This design comes from an exercise in tuning for small area and a short achievable clock period on the open sky130 flow, not from production work.
Function not checked in this run: the RTL went through the layout flow alone.
Power is estimated from default activity; no workload was simulated.

==> design.v <==
module ALU_TOP #(parameter Width = 16)
(
  input  [Width-1:0] A,
  input  [Width-1:0] B,
  input  [3:0]       ALU_FUN,
  input              CLK,
  input              RST,
  output [Width-1:0] Arith_OUT,
  output             Arith_Flag,
  output             Carry_OUT,
  output [Width-1:0] Logic_Out,
  output             Logic_Flag,
  output [Width-1:0] CMP_OUT,
  output             CMP_Flag,
  output             Shift_Flag,
  output [Width-1:0] Shift_OUT
);
  wire mul1 = (ALU_FUN == 4'b0010);
  wire div1 = (ALU_FUN == 4'b0011);
  wire s1 = ~ALU_FUN[2] & (ALU_FUN[0] | ALU_FUN[3]);
  wire [15:0] bx1 = B ^ {16{s1}};
  wire [16:0] bz1;
  assign bz1[0] = 1'b1;
  assign bz1[1] = bz1[0] & ~B[15];
  assign bz1[2] = bz1[1] & ~B[14];
  assign bz1[3] = bz1[2] & ~B[13];
  assign bz1[4] = bz1[3] & ~B[12];
  assign bz1[5] = bz1[4] & ~B[11];
  assign bz1[6] = bz1[5] & ~B[10];
  assign bz1[7] = bz1[6] & ~B[9];
  assign bz1[8] = bz1[7] & ~B[8];
  assign bz1[9] = bz1[8] & ~B[7];
  assign bz1[10] = bz1[9] & ~B[6];
  assign bz1[11] = bz1[10] & ~B[5];
  assign bz1[12] = bz1[11] & ~B[4];
  assign bz1[13] = bz1[12] & ~B[3];
  assign bz1[14] = bz1[13] & ~B[2];
  assign bz1[15] = bz1[14] & ~B[1];
  assign bz1[16] = bz1[15] & ~B[0];
  wire r15_a = A[15] & ~mul1;
  wire [0:0] r15_t = r15_a;
  wire [0:0] r15_p = r15_t ^ bx1[0:0];
  wire [0:0] r15_g = r15_t & bx1[0:0];
  wire r15_G1 = r15_g[0] | (r15_p[0] & s1);
  wire [0:0] r15_s;
  assign r15_s[0] = r15_p[0] ^ s1;
  wire r15_c = r15_G1;
  wire r15_sel = (mul1 & A[15]) | (div1 & bz1[15] & r15_c);
  wire [0:0] r15_r = r15_sel ? r15_s : r15_t;
  wire r14_a = A[14] & ~mul1;
  wire [1:0] r14_t = {r15_r[0:0], r14_a};
  wire [1:0] r14_p = r14_t ^ bx1[1:0];
  wire [1:0] r14_g = r14_t & bx1[1:0];
  wire r14_G1 = r14_g[0] | (r14_p[0] & s1);
  wire r14_G2 = r14_g[1] | (r14_p[1] & r14_G1);
  wire [1:0] r14_s;
  assign r14_s[0] = r14_p[0] ^ s1;
  assign r14_s[1] = r14_p[1] ^ r14_G1;
  wire r14_c = r14_G2;
  wire r14_sel = (mul1 & A[14]) | (div1 & bz1[14] & r14_c);
  wire [1:0] r14_r = r14_sel ? r14_s : r14_t;
  wire r13_a = A[13] & ~mul1;
  wire [2:0] r13_t = {r14_r[1:0], r13_a};
  wire [2:0] r13_p = r13_t ^ bx1[2:0];
  wire [2:0] r13_g = r13_t & bx1[2:0];
  wire r13_G1 = r13_g[0] | (r13_p[0] & s1);
  wire r13_G2 = r13_g[2] | (r13_p[2] & r13_g[1]);
  wire r13_P2 = r13_p[2] & r13_p[1];
  wire r13_G3 = r13_g[1] | (r13_p[1] & r13_G1);
  wire r13_G4 = r13_G2 | (r13_P2 & r13_G1);
  wire [2:0] r13_s;
  assign r13_s[0] = r13_p[0] ^ s1;
  assign r13_s[1] = r13_p[1] ^ r13_G1;
  assign r13_s[2] = r13_p[2] ^ r13_G3;
  wire r13_c = r13_G4;
  wire r13_sel = (mul1 & A[13]) | (div1 & bz1[13] & r13_c);
  wire [2:0] r13_r = r13_sel ? r13_s : r13_t;
  wire r12_a = A[12] & ~mul1;
  wire [3:0] r12_t = {r13_r[2:0], r12_a};
  wire [3:0] r12_p = r12_t ^ bx1[3:0];
  wire [3:0] r12_g = r12_t & bx1[3:0];
  wire r12_G1 = r12_g[0] | (r12_p[0] & s1);
  wire r12_G2 = r12_g[2] | (r12_p[2] & r12_g[1]);
  wire r12_P2 = r12_p[2] & r12_p[1];
  wire r12_G3 = r12_g[1] | (r12_p[1] & r12_G1);
  wire r12_G4 = r12_G2 | (r12_P2 & r12_G1);
  wire r12_G5 = r12_g[3] | (r12_p[3] & r12_G4);
  wire [3:0] r12_s;
  assign r12_s[0] = r12_p[0] ^ s1;
  assign r12_s[1] = r12_p[1] ^ r12_G1;
  assign r12_s[2] = r12_p[2] ^ r12_G3;
  assign r12_s[3] = r12_p[3] ^ r12_G4;
  wire r12_c = r12_G5;
  wire r12_sel = (mul1 & A[12]) | (div1 & bz1[12] & r12_c);
  wire [3:0] r12_r = r12_sel ? r12_s : r12_t;
  wire r11_a = A[11] & ~mul1;
  wire [4:0] r11_t = {r12_r[3:0], r11_a};
  wire [4:0] r11_p = r11_t ^ bx1[4:0];
  wire [4:0] r11_g = r11_t & bx1[4:0];
  wire r11_G1 = r11_g[0] | (r11_p[0] & s1);
  wire r11_G2 = r11_g[2] | (r11_p[2] & r11_g[1]);
  wire r11_P2 = r11_p[2] & r11_p[1];
  wire r11_G3 = r11_g[4] | (r11_p[4] & r11_g[3]);
  wire r11_P3 = r11_p[4] & r11_p[3];
  wire r11_G4 = r11_g[1] | (r11_p[1] & r11_G1);
  wire r11_G5 = r11_G2 | (r11_P2 & r11_G1);
  wire r11_G6 = r11_g[3] | (r11_p[3] & r11_G5);
  wire r11_G7 = r11_G3 | (r11_P3 & r11_G5);
  wire [4:0] r11_s;
  assign r11_s[0] = r11_p[0] ^ s1;
  assign r11_s[1] = r11_p[1] ^ r11_G1;
  assign r11_s[2] = r11_p[2] ^ r11_G4;
  assign r11_s[3] = r11_p[3] ^ r11_G5;
  assign r11_s[4] = r11_p[4] ^ r11_G6;
  wire r11_c = r11_G7;
  wire r11_sel = (mul1 & A[11]) | (div1 & bz1[11] & r11_c);
  wire [4:0] r11_r = r11_sel ? r11_s : r11_t;
  wire r10_a = A[10] & ~mul1;
  wire [5:0] r10_t = {r11_r[4:0], r10_a};
  wire [5:0] r10_p = r10_t ^ bx1[5:0];
  wire [5:0] r10_g = r10_t & bx1[5:0];
  wire r10_G1 = r10_g[0] | (r10_p[0] & s1);
  wire r10_G2 = r10_g[2] | (r10_p[2] & r10_g[1]);
  wire r10_P2 = r10_p[2] & r10_p[1];
  wire r10_G3 = r10_g[4] | (r10_p[4] & r10_g[3]);
  wire r10_P3 = r10_p[4] & r10_p[3];
  wire r10_G4 = r10_g[1] | (r10_p[1] & r10_G1);
  wire r10_G5 = r10_G2 | (r10_P2 & r10_G1);
  wire r10_G6 = r10_g[5] | (r10_p[5] & r10_G3);
  wire r10_P6 = r10_p[5] & r10_P3;
  wire r10_G7 = r10_g[3] | (r10_p[3] & r10_G5);
  wire r10_G8 = r10_G3 | (r10_P3 & r10_G5);
  wire r10_G9 = r10_G6 | (r10_P6 & r10_G5);
  wire [5:0] r10_s;
  assign r10_s[0] = r10_p[0] ^ s1;
  assign r10_s[1] = r10_p[1] ^ r10_G1;
  assign r10_s[2] = r10_p[2] ^ r10_G4;
  assign r10_s[3] = r10_p[3] ^ r10_G5;
  assign r10_s[4] = r10_p[4] ^ r10_G7;
  assign r10_s[5] = r10_p[5] ^ r10_G8;
  wire r10_c = r10_G9;
  wire r10_sel = (mul1 & A[10]) | (div1 & bz1[10] & r10_c);
  wire [5:0] r10_r = r10_sel ? r10_s : r10_t;
  wire r9_a = A[9] & ~mul1;
  wire [6:0] r9_t = {r10_r[5:0], r9_a};
  wire [6:0] r9_p = r9_t ^ bx1[6:0];
  wire [6:0] r9_g = r9_t & bx1[6:0];
  wire r9_G1 = r9_g[0] | (r9_p[0] & s1);
  wire r9_G2 = r9_g[2] | (r9_p[2] & r9_g[1]);
  wire r9_P2 = r9_p[2] & r9_p[1];
  wire r9_G3 = r9_g[4] | (r9_p[4] & r9_g[3]);
  wire r9_P3 = r9_p[4] & r9_p[3];
  wire r9_G4 = r9_g[6] | (r9_p[6] & r9_g[5]);
  wire r9_P4 = r9_p[6] & r9_p[5];
  wire r9_G5 = r9_g[1] | (r9_p[1] & r9_G1);
  wire r9_G6 = r9_G2 | (r9_P2 & r9_G1);
  wire r9_G7 = r9_g[5] | (r9_p[5] & r9_G3);
  wire r9_P7 = r9_p[5] & r9_P3;
  wire r9_G8 = r9_G4 | (r9_P4 & r9_G3);
  wire r9_P8 = r9_P4 & r9_P3;
  wire r9_G9 = r9_g[3] | (r9_p[3] & r9_G6);
  wire r9_G10 = r9_G3 | (r9_P3 & r9_G6);
  wire r9_G11 = r9_G7 | (r9_P7 & r9_G6);
  wire r9_G12 = r9_G8 | (r9_P8 & r9_G6);
  wire [6:0] r9_s;
  assign r9_s[0] = r9_p[0] ^ s1;
  assign r9_s[1] = r9_p[1] ^ r9_G1;
  assign r9_s[2] = r9_p[2] ^ r9_G5;
  assign r9_s[3] = r9_p[3] ^ r9_G6;
  assign r9_s[4] = r9_p[4] ^ r9_G9;
  assign r9_s[5] = r9_p[5] ^ r9_G10;
  assign r9_s[6] = r9_p[6] ^ r9_G11;
  wire r9_c = r9_G12;
  wire r9_sel = (mul1 & A[9]) | (div1 & bz1[9] & r9_c);
  wire [6:0] r9_r = r9_sel ? r9_s : r9_t;
  wire r8_a = A[8] & ~mul1;
  wire [7:0] r8_t = {r9_r[6:0], r8_a};
  wire [7:0] r8_p = r8_t ^ bx1[7:0];
  wire [7:0] r8_g = r8_t & bx1[7:0];
  wire r8_G1 = r8_g[0] | (r8_p[0] & s1);
  wire r8_G2 = r8_g[2] | (r8_p[2] & r8_g[1]);
  wire r8_P2 = r8_p[2] & r8_p[1];
  wire r8_G3 = r8_g[4] | (r8_p[4] & r8_g[3]);
  wire r8_P3 = r8_p[4] & r8_p[3];
  wire r8_G4 = r8_g[6] | (r8_p[6] & r8_g[5]);
  wire r8_P4 = r8_p[6] & r8_p[5];
  wire r8_G5 = r8_g[1] | (r8_p[1] & r8_G1);
  wire r8_G6 = r8_G2 | (r8_P2 & r8_G1);
  wire r8_G7 = r8_g[5] | (r8_p[5] & r8_G3);
  wire r8_P7 = r8_p[5] & r8_P3;
  wire r8_G8 = r8_G4 | (r8_P4 & r8_G3);
  wire r8_P8 = r8_P4 & r8_P3;
  wire r8_G9 = r8_g[3] | (r8_p[3] & r8_G6);
  wire r8_G10 = r8_G3 | (r8_P3 & r8_G6);
  wire r8_G11 = r8_G7 | (r8_P7 & r8_G6);
  wire r8_G12 = r8_G8 | (r8_P8 & r8_G6);
  wire r8_G13 = r8_g[7] | (r8_p[7] & r8_G12);
  wire [7:0] r8_s;
  assign r8_s[0] = r8_p[0] ^ s1;
  assign r8_s[1] = r8_p[1] ^ r8_G1;
  assign r8_s[2] = r8_p[2] ^ r8_G5;
  assign r8_s[3] = r8_p[3] ^ r8_G6;
  assign r8_s[4] = r8_p[4] ^ r8_G9;
  assign r8_s[5] = r8_p[5] ^ r8_G10;
  assign r8_s[6] = r8_p[6] ^ r8_G11;
  assign r8_s[7] = r8_p[7] ^ r8_G12;
  wire r8_c = r8_G13;
  wire r8_sel = (mul1 & A[8]) | (div1 & bz1[8] & r8_c);
  wire [7:0] r8_r = r8_sel ? r8_s : r8_t;
  wire r7_a = A[7] & ~mul1;
  wire [8:0] r7_t = {r8_r[7:0], r7_a};
  wire [8:0] r7_p = r7_t ^ bx1[8:0];
  wire [8:0] r7_g = r7_t & bx1[8:0];
  wire r7_G1 = r7_g[0] | (r7_p[0] & s1);
  wire r7_G2 = r7_g[2] | (r7_p[2] & r7_g[1]);
  wire r7_P2 = r7_p[2] & r7_p[1];
  wire r7_G3 = r7_g[4] | (r7_p[4] & r7_g[3]);
  wire r7_P3 = r7_p[4] & r7_p[3];
  wire r7_G4 = r7_g[6] | (r7_p[6] & r7_g[5]);
  wire r7_P4 = r7_p[6] & r7_p[5];
  wire r7_G5 = r7_g[8] | (r7_p[8] & r7_g[7]);
  wire r7_P5 = r7_p[8] & r7_p[7];
  wire r7_G6 = r7_g[1] | (r7_p[1] & r7_G1);
  wire r7_G7 = r7_G2 | (r7_P2 & r7_G1);
  wire r7_G8 = r7_g[5] | (r7_p[5] & r7_G3);
  wire r7_P8 = r7_p[5] & r7_P3;
  wire r7_G9 = r7_G4 | (r7_P4 & r7_G3);
  wire r7_P9 = r7_P4 & r7_P3;
  wire r7_G10 = r7_g[3] | (r7_p[3] & r7_G7);
  wire r7_G11 = r7_G3 | (r7_P3 & r7_G7);
  wire r7_G12 = r7_G8 | (r7_P8 & r7_G7);
  wire r7_G13 = r7_G9 | (r7_P9 & r7_G7);
  wire r7_G14 = r7_g[7] | (r7_p[7] & r7_G13);
  wire r7_G15 = r7_G5 | (r7_P5 & r7_G13);
  wire [8:0] r7_s;
  assign r7_s[0] = r7_p[0] ^ s1;
  assign r7_s[1] = r7_p[1] ^ r7_G1;
  assign r7_s[2] = r7_p[2] ^ r7_G6;
  assign r7_s[3] = r7_p[3] ^ r7_G7;
  assign r7_s[4] = r7_p[4] ^ r7_G10;
  assign r7_s[5] = r7_p[5] ^ r7_G11;
  assign r7_s[6] = r7_p[6] ^ r7_G12;
  assign r7_s[7] = r7_p[7] ^ r7_G13;
  assign r7_s[8] = r7_p[8] ^ r7_G14;
  wire r7_c = r7_G15;
  wire r7_sel = (mul1 & A[7]) | (div1 & bz1[7] & r7_c);
  wire [8:0] r7_r = r7_sel ? r7_s : r7_t;
  reg [15:0]   BXr;   
  reg [6:0]  Alo;
  reg [8:0] Rr;    
  reg [15:7]   Qr;
  reg [1:0]    Fr;
  reg fA, fL, fC, fS;
  always @(posedge CLK) begin
    BXr <= bx1;
    Alo <= A[6:0];
    Rr  <= r7_r;
    Qr  <= {r15_sel, r14_sel, r13_sel, r12_sel, r11_sel, r10_sel, r9_sel, r8_sel, r7_sel};
    Fr  <= ALU_FUN[1:0];
  end
  always @(posedge CLK or negedge RST) begin
    if (!RST) begin
      fA <= 1'b0; fL <= 1'b0; fC <= 1'b0; fS <= 1'b0;
    end else begin
      fA <= (ALU_FUN[3:2] == 2'b00);
      fL <= (ALU_FUN[3:2] == 2'b01);
      fC <= (ALU_FUN[3:2] == 2'b10);
      fS <= (ALU_FUN[3:2] == 2'b11);
    end
  end
  wire add2 = fA & (Fr == 2'b00);
  wire sub2 = fA & (Fr == 2'b01);
  wire mul2 = fA & (Fr == 2'b10);
  wire div2 = fA & (Fr == 2'b11);
  wire sr = Fr[0] | fC;
  wire [16:0] bz2;
  assign bz2[0] = 1'b1;
  assign bz2[1] = bz2[0] & BXr[15];
  assign bz2[2] = bz2[1] & BXr[14];
  assign bz2[3] = bz2[2] & BXr[13];
  assign bz2[4] = bz2[3] & BXr[12];
  assign bz2[5] = bz2[4] & BXr[11];
  assign bz2[6] = bz2[5] & BXr[10];
  assign bz2[7] = bz2[6] & BXr[9];
  assign bz2[8] = bz2[7] & BXr[8];
  assign bz2[9] = bz2[8] & BXr[7];
  assign bz2[10] = bz2[9] & BXr[6];
  assign bz2[11] = bz2[10] & BXr[5];
  assign bz2[12] = bz2[11] & BXr[4];
  assign bz2[13] = bz2[12] & BXr[3];
  assign bz2[14] = bz2[13] & BXr[2];
  assign bz2[15] = bz2[14] & BXr[1];
  assign bz2[16] = bz2[15] & BXr[0];
  wire [15:0] Alo16 = {9'b0, Alo};
  wire r6_a = Alo16[6] & ~mul2;
  wire [9:0] r6_t = {Rr[8:0], r6_a};
  wire [9:0] r6_p = r6_t ^ BXr[9:0];
  wire [9:0] r6_g = r6_t & BXr[9:0];
  wire r6_G1 = r6_g[0] | (r6_p[0] & sr);
  wire r6_G2 = r6_g[2] | (r6_p[2] & r6_g[1]);
  wire r6_P2 = r6_p[2] & r6_p[1];
  wire r6_G3 = r6_g[4] | (r6_p[4] & r6_g[3]);
  wire r6_P3 = r6_p[4] & r6_p[3];
  wire r6_G4 = r6_g[6] | (r6_p[6] & r6_g[5]);
  wire r6_P4 = r6_p[6] & r6_p[5];
  wire r6_G5 = r6_g[8] | (r6_p[8] & r6_g[7]);
  wire r6_P5 = r6_p[8] & r6_p[7];
  wire r6_G6 = r6_g[1] | (r6_p[1] & r6_G1);
  wire r6_G7 = r6_G2 | (r6_P2 & r6_G1);
  wire r6_G8 = r6_g[5] | (r6_p[5] & r6_G3);
  wire r6_P8 = r6_p[5] & r6_P3;
  wire r6_G9 = r6_G4 | (r6_P4 & r6_G3);
  wire r6_P9 = r6_P4 & r6_P3;
  wire r6_G10 = r6_g[9] | (r6_p[9] & r6_G5);
  wire r6_P10 = r6_p[9] & r6_P5;
  wire r6_G11 = r6_g[3] | (r6_p[3] & r6_G7);
  wire r6_G12 = r6_G3 | (r6_P3 & r6_G7);
  wire r6_G13 = r6_G8 | (r6_P8 & r6_G7);
  wire r6_G14 = r6_G9 | (r6_P9 & r6_G7);
  wire r6_G15 = r6_g[7] | (r6_p[7] & r6_G14);
  wire r6_G16 = r6_G5 | (r6_P5 & r6_G14);
  wire r6_G17 = r6_G10 | (r6_P10 & r6_G14);
  wire [9:0] r6_s;
  assign r6_s[0] = r6_p[0] ^ sr;
  assign r6_s[1] = r6_p[1] ^ r6_G1;
  assign r6_s[2] = r6_p[2] ^ r6_G6;
  assign r6_s[3] = r6_p[3] ^ r6_G7;
  assign r6_s[4] = r6_p[4] ^ r6_G11;
  assign r6_s[5] = r6_p[5] ^ r6_G12;
  assign r6_s[6] = r6_p[6] ^ r6_G13;
  assign r6_s[7] = r6_p[7] ^ r6_G14;
  assign r6_s[8] = r6_p[8] ^ r6_G15;
  assign r6_s[9] = r6_p[9] ^ r6_G16;
  wire r6_c = r6_G17;
  wire r6_sel = (mul2 & Alo16[6]) | (div2 & bz2[6] & r6_c);
  wire [9:0] r6_r = r6_sel ? r6_s : r6_t;
  wire r5_a = Alo16[5] & ~mul2;
  wire [10:0] r5_t = {r6_r[9:0], r5_a};
  wire [10:0] r5_p = r5_t ^ BXr[10:0];
  wire [10:0] r5_g = r5_t & BXr[10:0];
  wire r5_G1 = r5_g[0] | (r5_p[0] & sr);
  wire r5_G2 = r5_g[2] | (r5_p[2] & r5_g[1]);
  wire r5_P2 = r5_p[2] & r5_p[1];
  wire r5_G3 = r5_g[4] | (r5_p[4] & r5_g[3]);
  wire r5_P3 = r5_p[4] & r5_p[3];
  wire r5_G4 = r5_g[6] | (r5_p[6] & r5_g[5]);
  wire r5_P4 = r5_p[6] & r5_p[5];
  wire r5_G5 = r5_g[8] | (r5_p[8] & r5_g[7]);
  wire r5_P5 = r5_p[8] & r5_p[7];
  wire r5_G6 = r5_g[10] | (r5_p[10] & r5_g[9]);
  wire r5_P6 = r5_p[10] & r5_p[9];
  wire r5_G7 = r5_g[1] | (r5_p[1] & r5_G1);
  wire r5_G8 = r5_G2 | (r5_P2 & r5_G1);
  wire r5_G9 = r5_g[5] | (r5_p[5] & r5_G3);
  wire r5_P9 = r5_p[5] & r5_P3;
  wire r5_G10 = r5_G4 | (r5_P4 & r5_G3);
  wire r5_P10 = r5_P4 & r5_P3;
  wire r5_G11 = r5_g[9] | (r5_p[9] & r5_G5);
  wire r5_P11 = r5_p[9] & r5_P5;
  wire r5_G12 = r5_G6 | (r5_P6 & r5_G5);
  wire r5_P12 = r5_P6 & r5_P5;
  wire r5_G13 = r5_g[3] | (r5_p[3] & r5_G8);
  wire r5_G14 = r5_G3 | (r5_P3 & r5_G8);
  wire r5_G15 = r5_G9 | (r5_P9 & r5_G8);
  wire r5_G16 = r5_G10 | (r5_P10 & r5_G8);
  wire r5_G17 = r5_g[7] | (r5_p[7] & r5_G16);
  wire r5_G18 = r5_G5 | (r5_P5 & r5_G16);
  wire r5_G19 = r5_G11 | (r5_P11 & r5_G16);
  wire r5_G20 = r5_G12 | (r5_P12 & r5_G16);
  wire [10:0] r5_s;
  assign r5_s[0] = r5_p[0] ^ sr;
  assign r5_s[1] = r5_p[1] ^ r5_G1;
  assign r5_s[2] = r5_p[2] ^ r5_G7;
  assign r5_s[3] = r5_p[3] ^ r5_G8;
  assign r5_s[4] = r5_p[4] ^ r5_G13;
  assign r5_s[5] = r5_p[5] ^ r5_G14;
  assign r5_s[6] = r5_p[6] ^ r5_G15;
  assign r5_s[7] = r5_p[7] ^ r5_G16;
  assign r5_s[8] = r5_p[8] ^ r5_G17;
  assign r5_s[9] = r5_p[9] ^ r5_G18;
  assign r5_s[10] = r5_p[10] ^ r5_G19;
  wire r5_c = r5_G20;
  wire r5_sel = (mul2 & Alo16[5]) | (div2 & bz2[5] & r5_c);
  wire [10:0] r5_r = r5_sel ? r5_s : r5_t;
  wire r4_a = Alo16[4] & ~mul2;
  wire [11:0] r4_t = {r5_r[10:0], r4_a};
  wire [11:0] r4_p = r4_t ^ BXr[11:0];
  wire [11:0] r4_g = r4_t & BXr[11:0];
  wire r4_G1 = r4_g[0] | (r4_p[0] & sr);
  wire r4_G2 = r4_g[2] | (r4_p[2] & r4_g[1]);
  wire r4_P2 = r4_p[2] & r4_p[1];
  wire r4_G3 = r4_g[4] | (r4_p[4] & r4_g[3]);
  wire r4_P3 = r4_p[4] & r4_p[3];
  wire r4_G4 = r4_g[6] | (r4_p[6] & r4_g[5]);
  wire r4_P4 = r4_p[6] & r4_p[5];
  wire r4_G5 = r4_g[8] | (r4_p[8] & r4_g[7]);
  wire r4_P5 = r4_p[8] & r4_p[7];
  wire r4_G6 = r4_g[10] | (r4_p[10] & r4_g[9]);
  wire r4_P6 = r4_p[10] & r4_p[9];
  wire r4_G7 = r4_g[1] | (r4_p[1] & r4_G1);
  wire r4_G8 = r4_G2 | (r4_P2 & r4_G1);
  wire r4_G9 = r4_g[5] | (r4_p[5] & r4_G3);
  wire r4_P9 = r4_p[5] & r4_P3;
  wire r4_G10 = r4_G4 | (r4_P4 & r4_G3);
  wire r4_P10 = r4_P4 & r4_P3;
  wire r4_G11 = r4_g[9] | (r4_p[9] & r4_G5);
  wire r4_P11 = r4_p[9] & r4_P5;
  wire r4_G12 = r4_G6 | (r4_P6 & r4_G5);
  wire r4_P12 = r4_P6 & r4_P5;
  wire r4_G13 = r4_g[3] | (r4_p[3] & r4_G8);
  wire r4_G14 = r4_G3 | (r4_P3 & r4_G8);
  wire r4_G15 = r4_G9 | (r4_P9 & r4_G8);
  wire r4_G16 = r4_G10 | (r4_P10 & r4_G8);
  wire r4_G17 = r4_g[11] | (r4_p[11] & r4_G12);
  wire r4_P17 = r4_p[11] & r4_P12;
  wire r4_G18 = r4_g[7] | (r4_p[7] & r4_G16);
  wire r4_G19 = r4_G5 | (r4_P5 & r4_G16);
  wire r4_G20 = r4_G11 | (r4_P11 & r4_G16);
  wire r4_G21 = r4_G12 | (r4_P12 & r4_G16);
  wire r4_G22 = r4_G17 | (r4_P17 & r4_G16);
  wire [11:0] r4_s;
  assign r4_s[0] = r4_p[0] ^ sr;
  assign r4_s[1] = r4_p[1] ^ r4_G1;
  assign r4_s[2] = r4_p[2] ^ r4_G7;
  assign r4_s[3] = r4_p[3] ^ r4_G8;
  assign r4_s[4] = r4_p[4] ^ r4_G13;
  assign r4_s[5] = r4_p[5] ^ r4_G14;
  assign r4_s[6] = r4_p[6] ^ r4_G15;
  assign r4_s[7] = r4_p[7] ^ r4_G16;
  assign r4_s[8] = r4_p[8] ^ r4_G18;
  assign r4_s[9] = r4_p[9] ^ r4_G19;
  assign r4_s[10] = r4_p[10] ^ r4_G20;
  assign r4_s[11] = r4_p[11] ^ r4_G21;
  wire r4_c = r4_G22;
  wire r4_sel = (mul2 & Alo16[4]) | (div2 & bz2[4] & r4_c);
  wire [11:0] r4_r = r4_sel ? r4_s : r4_t;
  wire r3_a = Alo16[3] & ~mul2;
  wire [12:0] r3_t = {r4_r[11:0], r3_a};
  wire [12:0] r3_p = r3_t ^ BXr[12:0];
  wire [12:0] r3_g = r3_t & BXr[12:0];
  wire r3_G1 = r3_g[0] | (r3_p[0] & sr);
  wire r3_G2 = r3_g[2] | (r3_p[2] & r3_g[1]);
  wire r3_P2 = r3_p[2] & r3_p[1];
  wire r3_G3 = r3_g[4] | (r3_p[4] & r3_g[3]);
  wire r3_P3 = r3_p[4] & r3_p[3];
  wire r3_G4 = r3_g[6] | (r3_p[6] & r3_g[5]);
  wire r3_P4 = r3_p[6] & r3_p[5];
  wire r3_G5 = r3_g[8] | (r3_p[8] & r3_g[7]);
  wire r3_P5 = r3_p[8] & r3_p[7];
  wire r3_G6 = r3_g[10] | (r3_p[10] & r3_g[9]);
  wire r3_P6 = r3_p[10] & r3_p[9];
  wire r3_G7 = r3_g[12] | (r3_p[12] & r3_g[11]);
  wire r3_P7 = r3_p[12] & r3_p[11];
  wire r3_G8 = r3_g[1] | (r3_p[1] & r3_G1);
  wire r3_G9 = r3_G2 | (r3_P2 & r3_G1);
  wire r3_G10 = r3_g[5] | (r3_p[5] & r3_G3);
  wire r3_P10 = r3_p[5] & r3_P3;
  wire r3_G11 = r3_G4 | (r3_P4 & r3_G3);
  wire r3_P11 = r3_P4 & r3_P3;
  wire r3_G12 = r3_g[9] | (r3_p[9] & r3_G5);
  wire r3_P12 = r3_p[9] & r3_P5;
  wire r3_G13 = r3_G6 | (r3_P6 & r3_G5);
  wire r3_P13 = r3_P6 & r3_P5;
  wire r3_G14 = r3_g[3] | (r3_p[3] & r3_G9);
  wire r3_G15 = r3_G3 | (r3_P3 & r3_G9);
  wire r3_G16 = r3_G10 | (r3_P10 & r3_G9);
  wire r3_G17 = r3_G11 | (r3_P11 & r3_G9);
  wire r3_G18 = r3_g[11] | (r3_p[11] & r3_G13);
  wire r3_P18 = r3_p[11] & r3_P13;
  wire r3_G19 = r3_G7 | (r3_P7 & r3_G13);
  wire r3_P19 = r3_P7 & r3_P13;
  wire r3_G20 = r3_g[7] | (r3_p[7] & r3_G17);
  wire r3_G21 = r3_G5 | (r3_P5 & r3_G17);
  wire r3_G22 = r3_G12 | (r3_P12 & r3_G17);
  wire r3_G23 = r3_G13 | (r3_P13 & r3_G17);
  wire r3_G24 = r3_G18 | (r3_P18 & r3_G17);
  wire r3_G25 = r3_G19 | (r3_P19 & r3_G17);
  wire [12:0] r3_s;
  assign r3_s[0] = r3_p[0] ^ sr;
  assign r3_s[1] = r3_p[1] ^ r3_G1;
  assign r3_s[2] = r3_p[2] ^ r3_G8;
  assign r3_s[3] = r3_p[3] ^ r3_G9;
  assign r3_s[4] = r3_p[4] ^ r3_G14;
  assign r3_s[5] = r3_p[5] ^ r3_G15;
  assign r3_s[6] = r3_p[6] ^ r3_G16;
  assign r3_s[7] = r3_p[7] ^ r3_G17;
  assign r3_s[8] = r3_p[8] ^ r3_G20;
  assign r3_s[9] = r3_p[9] ^ r3_G21;
  assign r3_s[10] = r3_p[10] ^ r3_G22;
  assign r3_s[11] = r3_p[11] ^ r3_G23;
  assign r3_s[12] = r3_p[12] ^ r3_G24;
  wire r3_c = r3_G25;
  wire r3_sel = (mul2 & Alo16[3]) | (div2 & bz2[3] & r3_c);
  wire [12:0] r3_r = r3_sel ? r3_s : r3_t;
  wire r2_a = Alo16[2] & ~mul2;
  wire [13:0] r2_t = {r3_r[12:0], r2_a};
  wire [13:0] r2_p = r2_t ^ BXr[13:0];
  wire [13:0] r2_g = r2_t & BXr[13:0];
  wire r2_G1 = r2_g[0] | (r2_p[0] & sr);
  wire r2_G2 = r2_g[2] | (r2_p[2] & r2_g[1]);
  wire r2_P2 = r2_p[2] & r2_p[1];
  wire r2_G3 = r2_g[4] | (r2_p[4] & r2_g[3]);
  wire r2_P3 = r2_p[4] & r2_p[3];
  wire r2_G4 = r2_g[6] | (r2_p[6] & r2_g[5]);
  wire r2_P4 = r2_p[6] & r2_p[5];
  wire r2_G5 = r2_g[8] | (r2_p[8] & r2_g[7]);
  wire r2_P5 = r2_p[8] & r2_p[7];
  wire r2_G6 = r2_g[10] | (r2_p[10] & r2_g[9]);
  wire r2_P6 = r2_p[10] & r2_p[9];
  wire r2_G7 = r2_g[12] | (r2_p[12] & r2_g[11]);
  wire r2_P7 = r2_p[12] & r2_p[11];
  wire r2_G8 = r2_g[1] | (r2_p[1] & r2_G1);
  wire r2_G9 = r2_G2 | (r2_P2 & r2_G1);
  wire r2_G10 = r2_g[5] | (r2_p[5] & r2_G3);
  wire r2_P10 = r2_p[5] & r2_P3;
  wire r2_G11 = r2_G4 | (r2_P4 & r2_G3);
  wire r2_P11 = r2_P4 & r2_P3;
  wire r2_G12 = r2_g[9] | (r2_p[9] & r2_G5);
  wire r2_P12 = r2_p[9] & r2_P5;
  wire r2_G13 = r2_G6 | (r2_P6 & r2_G5);
  wire r2_P13 = r2_P6 & r2_P5;
  wire r2_G14 = r2_g[13] | (r2_p[13] & r2_G7);
  wire r2_P14 = r2_p[13] & r2_P7;
  wire r2_G15 = r2_g[3] | (r2_p[3] & r2_G9);
  wire r2_G16 = r2_G3 | (r2_P3 & r2_G9);
  wire r2_G17 = r2_G10 | (r2_P10 & r2_G9);
  wire r2_G18 = r2_G11 | (r2_P11 & r2_G9);
  wire r2_G19 = r2_g[11] | (r2_p[11] & r2_G13);
  wire r2_P19 = r2_p[11] & r2_P13;
  wire r2_G20 = r2_G7 | (r2_P7 & r2_G13);
  wire r2_P20 = r2_P7 & r2_P13;
  wire r2_G21 = r2_G14 | (r2_P14 & r2_G13);
  wire r2_P21 = r2_P14 & r2_P13;
  wire r2_G22 = r2_g[7] | (r2_p[7] & r2_G18);
  wire r2_G23 = r2_G5 | (r2_P5 & r2_G18);
  wire r2_G24 = r2_G12 | (r2_P12 & r2_G18);
  wire r2_G25 = r2_G13 | (r2_P13 & r2_G18);
  wire r2_G26 = r2_G19 | (r2_P19 & r2_G18);
  wire r2_G27 = r2_G20 | (r2_P20 & r2_G18);
  wire r2_G28 = r2_G21 | (r2_P21 & r2_G18);
  wire [13:0] r2_s;
  assign r2_s[0] = r2_p[0] ^ sr;
  assign r2_s[1] = r2_p[1] ^ r2_G1;
  assign r2_s[2] = r2_p[2] ^ r2_G8;
  assign r2_s[3] = r2_p[3] ^ r2_G9;
  assign r2_s[4] = r2_p[4] ^ r2_G15;
  assign r2_s[5] = r2_p[5] ^ r2_G16;
  assign r2_s[6] = r2_p[6] ^ r2_G17;
  assign r2_s[7] = r2_p[7] ^ r2_G18;
  assign r2_s[8] = r2_p[8] ^ r2_G22;
  assign r2_s[9] = r2_p[9] ^ r2_G23;
  assign r2_s[10] = r2_p[10] ^ r2_G24;
  assign r2_s[11] = r2_p[11] ^ r2_G25;
  assign r2_s[12] = r2_p[12] ^ r2_G26;
  assign r2_s[13] = r2_p[13] ^ r2_G27;
  wire r2_c = r2_G28;
  wire r2_sel = (mul2 & Alo16[2]) | (div2 & bz2[2] & r2_c);
  wire [13:0] r2_r = r2_sel ? r2_s : r2_t;
  wire r1_a = Alo16[1] & ~mul2;
  wire [14:0] r1_t = {r2_r[13:0], r1_a};
  wire [14:0] r1_p = r1_t ^ BXr[14:0];
  wire [14:0] r1_g = r1_t & BXr[14:0];
  wire r1_G1 = r1_g[0] | (r1_p[0] & sr);
  wire r1_G2 = r1_g[2] | (r1_p[2] & r1_g[1]);
  wire r1_P2 = r1_p[2] & r1_p[1];
  wire r1_G3 = r1_g[4] | (r1_p[4] & r1_g[3]);
  wire r1_P3 = r1_p[4] & r1_p[3];
  wire r1_G4 = r1_g[6] | (r1_p[6] & r1_g[5]);
  wire r1_P4 = r1_p[6] & r1_p[5];
  wire r1_G5 = r1_g[8] | (r1_p[8] & r1_g[7]);
  wire r1_P5 = r1_p[8] & r1_p[7];
  wire r1_G6 = r1_g[10] | (r1_p[10] & r1_g[9]);
  wire r1_P6 = r1_p[10] & r1_p[9];
  wire r1_G7 = r1_g[12] | (r1_p[12] & r1_g[11]);
  wire r1_P7 = r1_p[12] & r1_p[11];
  wire r1_G8 = r1_g[14] | (r1_p[14] & r1_g[13]);
  wire r1_P8 = r1_p[14] & r1_p[13];
  wire r1_G9 = r1_g[1] | (r1_p[1] & r1_G1);
  wire r1_G10 = r1_G2 | (r1_P2 & r1_G1);
  wire r1_G11 = r1_g[5] | (r1_p[5] & r1_G3);
  wire r1_P11 = r1_p[5] & r1_P3;
  wire r1_G12 = r1_G4 | (r1_P4 & r1_G3);
  wire r1_P12 = r1_P4 & r1_P3;
  wire r1_G13 = r1_g[9] | (r1_p[9] & r1_G5);
  wire r1_P13 = r1_p[9] & r1_P5;
  wire r1_G14 = r1_G6 | (r1_P6 & r1_G5);
  wire r1_P14 = r1_P6 & r1_P5;
  wire r1_G15 = r1_g[13] | (r1_p[13] & r1_G7);
  wire r1_P15 = r1_p[13] & r1_P7;
  wire r1_G16 = r1_G8 | (r1_P8 & r1_G7);
  wire r1_P16 = r1_P8 & r1_P7;
  wire r1_G17 = r1_g[3] | (r1_p[3] & r1_G10);
  wire r1_G18 = r1_G3 | (r1_P3 & r1_G10);
  wire r1_G19 = r1_G11 | (r1_P11 & r1_G10);
  wire r1_G20 = r1_G12 | (r1_P12 & r1_G10);
  wire r1_G21 = r1_g[11] | (r1_p[11] & r1_G14);
  wire r1_P21 = r1_p[11] & r1_P14;
  wire r1_G22 = r1_G7 | (r1_P7 & r1_G14);
  wire r1_P22 = r1_P7 & r1_P14;
  wire r1_G23 = r1_G15 | (r1_P15 & r1_G14);
  wire r1_P23 = r1_P15 & r1_P14;
  wire r1_G24 = r1_G16 | (r1_P16 & r1_G14);
  wire r1_P24 = r1_P16 & r1_P14;
  wire r1_G25 = r1_g[7] | (r1_p[7] & r1_G20);
  wire r1_G26 = r1_G5 | (r1_P5 & r1_G20);
  wire r1_G27 = r1_G13 | (r1_P13 & r1_G20);
  wire r1_G28 = r1_G14 | (r1_P14 & r1_G20);
  wire r1_G29 = r1_G21 | (r1_P21 & r1_G20);
  wire r1_G30 = r1_G22 | (r1_P22 & r1_G20);
  wire r1_G31 = r1_G23 | (r1_P23 & r1_G20);
  wire r1_G32 = r1_G24 | (r1_P24 & r1_G20);
  wire [14:0] r1_s;
  assign r1_s[0] = r1_p[0] ^ sr;
  assign r1_s[1] = r1_p[1] ^ r1_G1;
  assign r1_s[2] = r1_p[2] ^ r1_G9;
  assign r1_s[3] = r1_p[3] ^ r1_G10;
  assign r1_s[4] = r1_p[4] ^ r1_G17;
  assign r1_s[5] = r1_p[5] ^ r1_G18;
  assign r1_s[6] = r1_p[6] ^ r1_G19;
  assign r1_s[7] = r1_p[7] ^ r1_G20;
  assign r1_s[8] = r1_p[8] ^ r1_G25;
  assign r1_s[9] = r1_p[9] ^ r1_G26;
  assign r1_s[10] = r1_p[10] ^ r1_G27;
  assign r1_s[11] = r1_p[11] ^ r1_G28;
  assign r1_s[12] = r1_p[12] ^ r1_G29;
  assign r1_s[13] = r1_p[13] ^ r1_G30;
  assign r1_s[14] = r1_p[14] ^ r1_G31;
  wire r1_c = r1_G32;
  wire r1_sel = (mul2 & Alo16[1]) | (div2 & bz2[1] & r1_c);
  wire [14:0] r1_r = r1_sel ? r1_s : r1_t;
  wire r0_a = Alo16[0] & ~mul2;
  wire [15:0] r0_t = {r1_r[14:0], r0_a};
  wire [15:0] r0_p = r0_t ^ BXr[15:0];
  wire [15:0] r0_g = r0_t & BXr[15:0];
  wire r0_G1 = r0_g[0] | (r0_p[0] & sr);
  wire r0_G2 = r0_g[2] | (r0_p[2] & r0_g[1]);
  wire r0_P2 = r0_p[2] & r0_p[1];
  wire r0_G3 = r0_g[4] | (r0_p[4] & r0_g[3]);
  wire r0_P3 = r0_p[4] & r0_p[3];
  wire r0_G4 = r0_g[6] | (r0_p[6] & r0_g[5]);
  wire r0_P4 = r0_p[6] & r0_p[5];
  wire r0_G5 = r0_g[8] | (r0_p[8] & r0_g[7]);
  wire r0_P5 = r0_p[8] & r0_p[7];
  wire r0_G6 = r0_g[10] | (r0_p[10] & r0_g[9]);
  wire r0_P6 = r0_p[10] & r0_p[9];
  wire r0_G7 = r0_g[12] | (r0_p[12] & r0_g[11]);
  wire r0_P7 = r0_p[12] & r0_p[11];
  wire r0_G8 = r0_g[14] | (r0_p[14] & r0_g[13]);
  wire r0_P8 = r0_p[14] & r0_p[13];
  wire r0_G9 = r0_g[1] | (r0_p[1] & r0_G1);
  wire r0_G10 = r0_G2 | (r0_P2 & r0_G1);
  wire r0_G11 = r0_g[5] | (r0_p[5] & r0_G3);
  wire r0_P11 = r0_p[5] & r0_P3;
  wire r0_G12 = r0_G4 | (r0_P4 & r0_G3);
  wire r0_P12 = r0_P4 & r0_P3;
  wire r0_G13 = r0_g[9] | (r0_p[9] & r0_G5);
  wire r0_P13 = r0_p[9] & r0_P5;
  wire r0_G14 = r0_G6 | (r0_P6 & r0_G5);
  wire r0_P14 = r0_P6 & r0_P5;
  wire r0_G15 = r0_g[13] | (r0_p[13] & r0_G7);
  wire r0_P15 = r0_p[13] & r0_P7;
  wire r0_G16 = r0_G8 | (r0_P8 & r0_G7);
  wire r0_P16 = r0_P8 & r0_P7;
  wire r0_G17 = r0_g[3] | (r0_p[3] & r0_G10);
  wire r0_G18 = r0_G3 | (r0_P3 & r0_G10);
  wire r0_G19 = r0_G11 | (r0_P11 & r0_G10);
  wire r0_G20 = r0_G12 | (r0_P12 & r0_G10);
  wire r0_G21 = r0_g[11] | (r0_p[11] & r0_G14);
  wire r0_P21 = r0_p[11] & r0_P14;
  wire r0_G22 = r0_G7 | (r0_P7 & r0_G14);
  wire r0_P22 = r0_P7 & r0_P14;
  wire r0_G23 = r0_G15 | (r0_P15 & r0_G14);
  wire r0_P23 = r0_P15 & r0_P14;
  wire r0_G24 = r0_G16 | (r0_P16 & r0_G14);
  wire r0_P24 = r0_P16 & r0_P14;
  wire r0_G25 = r0_g[7] | (r0_p[7] & r0_G20);
  wire r0_G26 = r0_G5 | (r0_P5 & r0_G20);
  wire r0_G27 = r0_G13 | (r0_P13 & r0_G20);
  wire r0_G28 = r0_G14 | (r0_P14 & r0_G20);
  wire r0_G29 = r0_G21 | (r0_P21 & r0_G20);
  wire r0_G30 = r0_G22 | (r0_P22 & r0_G20);
  wire r0_G31 = r0_G23 | (r0_P23 & r0_G20);
  wire r0_G32 = r0_G24 | (r0_P24 & r0_G20);
  wire r0_G33 = r0_g[15] | (r0_p[15] & r0_G32);
  wire [15:0] r0_s;
  assign r0_s[0] = r0_p[0] ^ sr;
  assign r0_s[1] = r0_p[1] ^ r0_G1;
  assign r0_s[2] = r0_p[2] ^ r0_G9;
  assign r0_s[3] = r0_p[3] ^ r0_G10;
  assign r0_s[4] = r0_p[4] ^ r0_G17;
  assign r0_s[5] = r0_p[5] ^ r0_G18;
  assign r0_s[6] = r0_p[6] ^ r0_G19;
  assign r0_s[7] = r0_p[7] ^ r0_G20;
  assign r0_s[8] = r0_p[8] ^ r0_G25;
  assign r0_s[9] = r0_p[9] ^ r0_G26;
  assign r0_s[10] = r0_p[10] ^ r0_G27;
  assign r0_s[11] = r0_p[11] ^ r0_G28;
  assign r0_s[12] = r0_p[12] ^ r0_G29;
  assign r0_s[13] = r0_p[13] ^ r0_G30;
  assign r0_s[14] = r0_p[14] ^ r0_G31;
  assign r0_s[15] = r0_p[15] ^ r0_G32;
  wire r0_c = r0_G33;
  wire r0_sel = (mul2 & Alo16[0]) | (div2 & bz2[0] & r0_c) | add2 | sub2;
  wire r0_rsel = (mul2 & Alo16[0]) | add2 | sub2;
  wire [15:0] r0_r = r0_rsel ? r0_s : r0_t;
  wire [15:0] Ar = {Rr, Alo};    
  assign Arith_OUT  = div2 ? {Qr, r6_sel, r5_sel, r4_sel, r3_sel, r2_sel, r1_sel, r0_sel} : (fA ? r0_r : 16'b0);
  assign Arith_Flag = fA;
  assign Carry_OUT  = add2 & r0_c;
  reg [15:0] lo;    
  always @(*) begin
    case (Fr)
      2'b00: lo = Ar & BXr;
      2'b01: lo = Ar | BXr;
      2'b10: lo = ~(Ar & BXr);
      default: lo = ~(Ar | BXr);
    endcase
  end
  assign Logic_Out  = fL ? lo : 16'b0;
  assign Logic_Flag = fL;
  wire eq = &(r0_t ^ BXr);
  wire ge = r0_c;
  wire gt = ge & ~eq;
  wire lt = ~ge;
  wire [1:0] cmp = (Fr == 2'b01) ? {1'b0, eq} :
                   (Fr == 2'b10) ? {gt, 1'b0} :
                   (Fr == 2'b11) ? {lt, lt} : 2'b00;
  assign CMP_OUT  = {14'b0, fC ? cmp : 2'b00};
  assign CMP_Flag = fC;
  reg [15:0] sh;
  always @(*) begin
    case (Fr)
      2'b00: sh = Ar >> 1;
      2'b01: sh = Ar << 1;
      2'b10: sh = BXr >> 1;      
      default: sh = BXr << 1;
    endcase
  end
  assign Shift_OUT  = fS ? sh : 16'b0;
  assign Shift_Flag = fS;
endmodule
==> run.sh <==
#!/bin/bash
# synth_recipe.tcl (not shown) runs the flow's synth.tcl, then flattens the netlist and writes it again
# the make line also repeats each setting of config.mk as NAME=value (left out here)
make -C /OpenROAD-flow-scripts/flow DESIGN_CONFIG=/design/flow/config.mk WORK_HOME=/design/flow/orfs CLKGATE_MAP_FILE= SYNTH_SCRIPT=/design/flow/synth_recipe.tcl finish
==> config.mk <==
export PLATFORM = sky130hd
export DESIGN_NAME = ALU_TOP
export DESIGN_NICKNAME = ALU_TOP
export VERILOG_FILES = /design/flow/design.v
export SDC_FILE = /design/flow/constraint.sdc
export NUM_CORES = 4
export LEC_CHECK = 0
export ABC_AREA = 1
export CAP_MARGIN = 20
export CORE_MARGIN = 2
export CORE_UTILIZATION = 40
export SLEW_MARGIN = 20
==> constraint.sdc <==
create_clock -name core_clock -period 32.0 [get_ports {CLK}]
set_input_delay 6.4000 -clock core_clock [delete_from_list [all_inputs] [get_ports {CLK}]]
set_output_delay 6.4000 -clock core_clock [all_outputs]
set_load 0.01 [all_outputs]
==> impl_metrics.yaml <==
power_and_ir_drop:
  p_int_uw: 216
  swShare_pct: 48.5
  p_comb_share_pct: 67.6
  switching_power_uw: 204
  p_leak_uw: 0.00555
  p_per_area_mw_per_mm2: 38.8
  peakVddDrop_uv: 32.1
  seq_power_share_pct: 17.9
  clkPwrFrac_pct: 14.5
sta:
  grt_setup_unrepaired: "false"
  slew_viol_final: 0
  tns_ns: 0
  period_share_pct: 79.4
  worst_slew_pin_slew_ns: 1.05
  hold_ws_ns: 6.29
  relSlewSlack_pct: 29.2
  hold_violations: 0
  setup_viol: 0
  period_needed_ns: 25.41
  max_freq_ghz: 0.0394
route:
  routed-via-count: 9643
  routed_via_density: 5.18
  wl_per_cell_microns: 16.8
  ant_nets: 0
  drc: 0
  routed_wl_microns: 31300
  drt-initial-drc-count: 846
  firstDrtPassIters: 7
global_route:
  globalRouteTotalUtil_pct: 25.6
  grt.overflow.total: 0
  grt_max_degree: 45
  met3_usage_pct: 2.52
  use_met2_pct: 40.8
  top_usage_layer: "met2"
  grtUsageMet1_pct: 36.4
  grt_pass1_wl_microns: 49100
  antenna_found_initial: 0
  first_global_vias: 9028
floorplanning:
  die_w_microns: 158
  start_util_pct: 40.4
  die_area_sq_mm: 0.0248
  num_rows: 56
  dieHeight_microns: 158
  core-area_sq_mm: 0.0233
  io_pins: 107
clock_tree:
  cts_inserted_buffers: 5
  clock_sinks: 47
  clock_path_buffers: 2
  cts_resized: 0
  htreeDepth: 2
  ctsHoldBuffers: 0
  clk_pin_slew_ns: 0.08
  cts_tree: "yes"
  cts_root_buf: "clkbuf_16"
  post-cts-setup-buffers: 0
worst_setup_path:
  worstPathRequired_ns: 25.60
  crit_top_cell: "nand2_1"
  cp_max_fo: 44
  cp_slowest_stage_delay_ns: 0.76
  crit_buf_inv: 14
  startpoint_type: "flop"
  criticalPathCategory: "flop to output pin"
  cp.arrival_ns: 19.01
  crit_slowest_cell: "a21oi_1"
  cpLargestDelayFamily: "simple AND/OR/NAND/NOR gates"
  cp-end-kind: "output pin"
synthesis:
  yosysTopAreaCell: "nand2_1"
  syn_inst: 1463
  async_flop_share_pct: 8.51
  synth.distinct_cells: 56
  synthesis.area_sq_mm: 0.00943
  ys_seq_elements: 47
  ys.flop_type: "dfxtp_1"
  synth_area_per_cell_sq_um: 6.45
  netlist_top_cells_area: "nand2_1 (16%), ha_1 (16%), fa_1 (9.5%), dfxtp_1 (9.1%), nand3_1 (7.9%)"
  synth_seq_area_share_pct: 10.2
  synth_edf_count: 0
  yosys_warnings: 1
  synth_top_area_share_pct: 16.2
worst_hold_path:
  hp-class: "input pin to async pin"
final_layout:
  syn_to_final_growth_pct: 14.7
  layout-drive-gt1-share_pct: 6.36
  diodes: 0
  nNetsFinal: 1742
placement:
  dpl.hpwl_microns: 26000
  place_congestion: 0.935
  port_buffers: 92
status:
  status: "complete, no violations"
flow_run:
  drv_cap: 0
[layout make-up]
class                   instances  area, sq um
multi-input cells            1187         7530
clock buffers                   5          125
fillers                      2403        12500
inverters                     194          731
repair buffers                106         1030
flip-flops and latches         47          961
well taps                     319          399
clock inverters                 3         46.3
[flip-flops by register name (all words and copies together) (netlist names)]
register and flops:
BXr 16, fL 1, fS 1, Fr 2
fA 1, Rr 9, Alo 7, fC 1
Qr 9
[power by group through the flow]
stage / registers, uW / clock network (uW) / logic [uW]
2_1_floorplan: 72.5 / 0 / 207
3_3_place_gp: 76.3 / 0 / 280
3_5_place_dp: 76.3 / 0 / 280
4_1_cts: 75.0 / 61.6 / 282
5_1_grt: 75.7 / 64.5 / 323
6_report: 75.2 / 60.8 / 284
[Yosys cell counts (2+ instances only)]
cell type and number:
o221ai_1 12, nand3b_1 3, inv_1 183, or2_0 2, o21ai_2 12, o21ai_4 2
a21oi_1 107, nor2_2 5, nor4_1 2, a211oi_1 8, a21o_1 5, buf_1 4
dfxtp_1 43, clkbuf_1 20, nand3_1 148, nor3_1 6, inv_2 10, o22ai_1 2
o211ai_1 4, buf_4 16, nand2_1 407, maj3_1 2, fa_1 45, o21ai_1 4
a31oi_1 2, nand3_2 3, nand2_2 11, dfrtp_1 4, or2_1 7, o21ai_0 50
ha_1 118, and2_1 15, xnor2_1 33, o221a_2 2, xor2_1 42, nand4_1 7
or2_2 24, nor2_1 69, buf_2 7
[placed cells by master (no fill, tap or decap), types with 15 or more instances in the layout]
cell type / n
a21oi_1: 107
and2_1: 15
clkdlybuf4s50_1: 92
dfxtp_1: 43
fa_1: 45
ha_1: 118
inv_1: 183
nand2_1: 407
nand3_1: 148
nor2_1: 69
o21ai_0: 50
or2_2: 24
xnor2_1: 33
xor2_1: 42
[layer usage]
layer	routed length (microns)	up-vias
li1	-	4896
met1	14500	4306
met2	13700	373
met3	2000	68
met4	1110	0
met5	0	-
[kinds of logic (layout without fill, tap and decap cells)]
group	count (synthesis)	after routing	synth area share (%)
adder cells (fa/ha/maj)	165	165	25.4
AND/OR/NAND/NOR	715	715	33.3
other	1	14	0.0397
XOR/XNOR	75	75	6.96
buffers and inverters	242	308	10.5
AO/OA/AOI/OAI	218	218	13.7
flip-flops	47	47	10.2
[worst max-delay path by stage]
| stage | end | cells after the start | from |
|---|---|---|---|
| final | CMP_OUT[0] | 122 | Fr[1] |
| after CTS | CMP_OUT[0] | 122 | Fr[1] |
| after global routing | CMP_OUT[1] | 122 | Fr[1] |
| after detailed placement | CMP_OUT[0] | 122 | Fr[1] |
| after global placement | Arith_OUT[15] | 123 | Fr[1] |
| after floorplan | CMP_OUT[0] | 117 | Fr[1] |
[stage by stage]
stage | setup WS, ns | utilization, % | instance area (sq um) | std cells | total power, uW
floorplan | 11.73 | - | 9480 | 1476 | 280
global placement | 7.74 | 45.7 | 10700 | 1853 | 356
detailed placement | 7.15 | 45.7 | 10700 | 1853 | 357
CTS | 6.78 | 46.4 | 10800 | 1861 | 419
global route | 4.15 | 46.4 | 10800 | 1861 | 463
finish | 6.59 | 46.4 | 10800 | 1861 | 420

[static timing again, ports no longer ideal]
In the flow no input, the clock included, has a driving cell. The finished layout below was timed again as built, in two steps. Step 1 sets driving cells, clkbuf_16 on the clock port and buf_2 on the other inputs (assumed; they add their load-dependent delay and slew). Step 2, shift: input delay + t, output delay - t, t = (earliest + latest rising clock arrival at the registers) / 2. This alone moves slack from input paths to output paths. a / b / c = ideal / step 1 / step 2; a / b = the first two.
t (ns): 0.327
slack for setup (ns): 6.588 / 6.549 / 6.876
worst slew at a driven data input, ns: 0.06
pins driven straight from the clock port: 1
After both steps setup and hold are still met in this run. For this run, drivers alone change the setup slack by -0.039 ns; drivers and shift together by +0.288 ns.
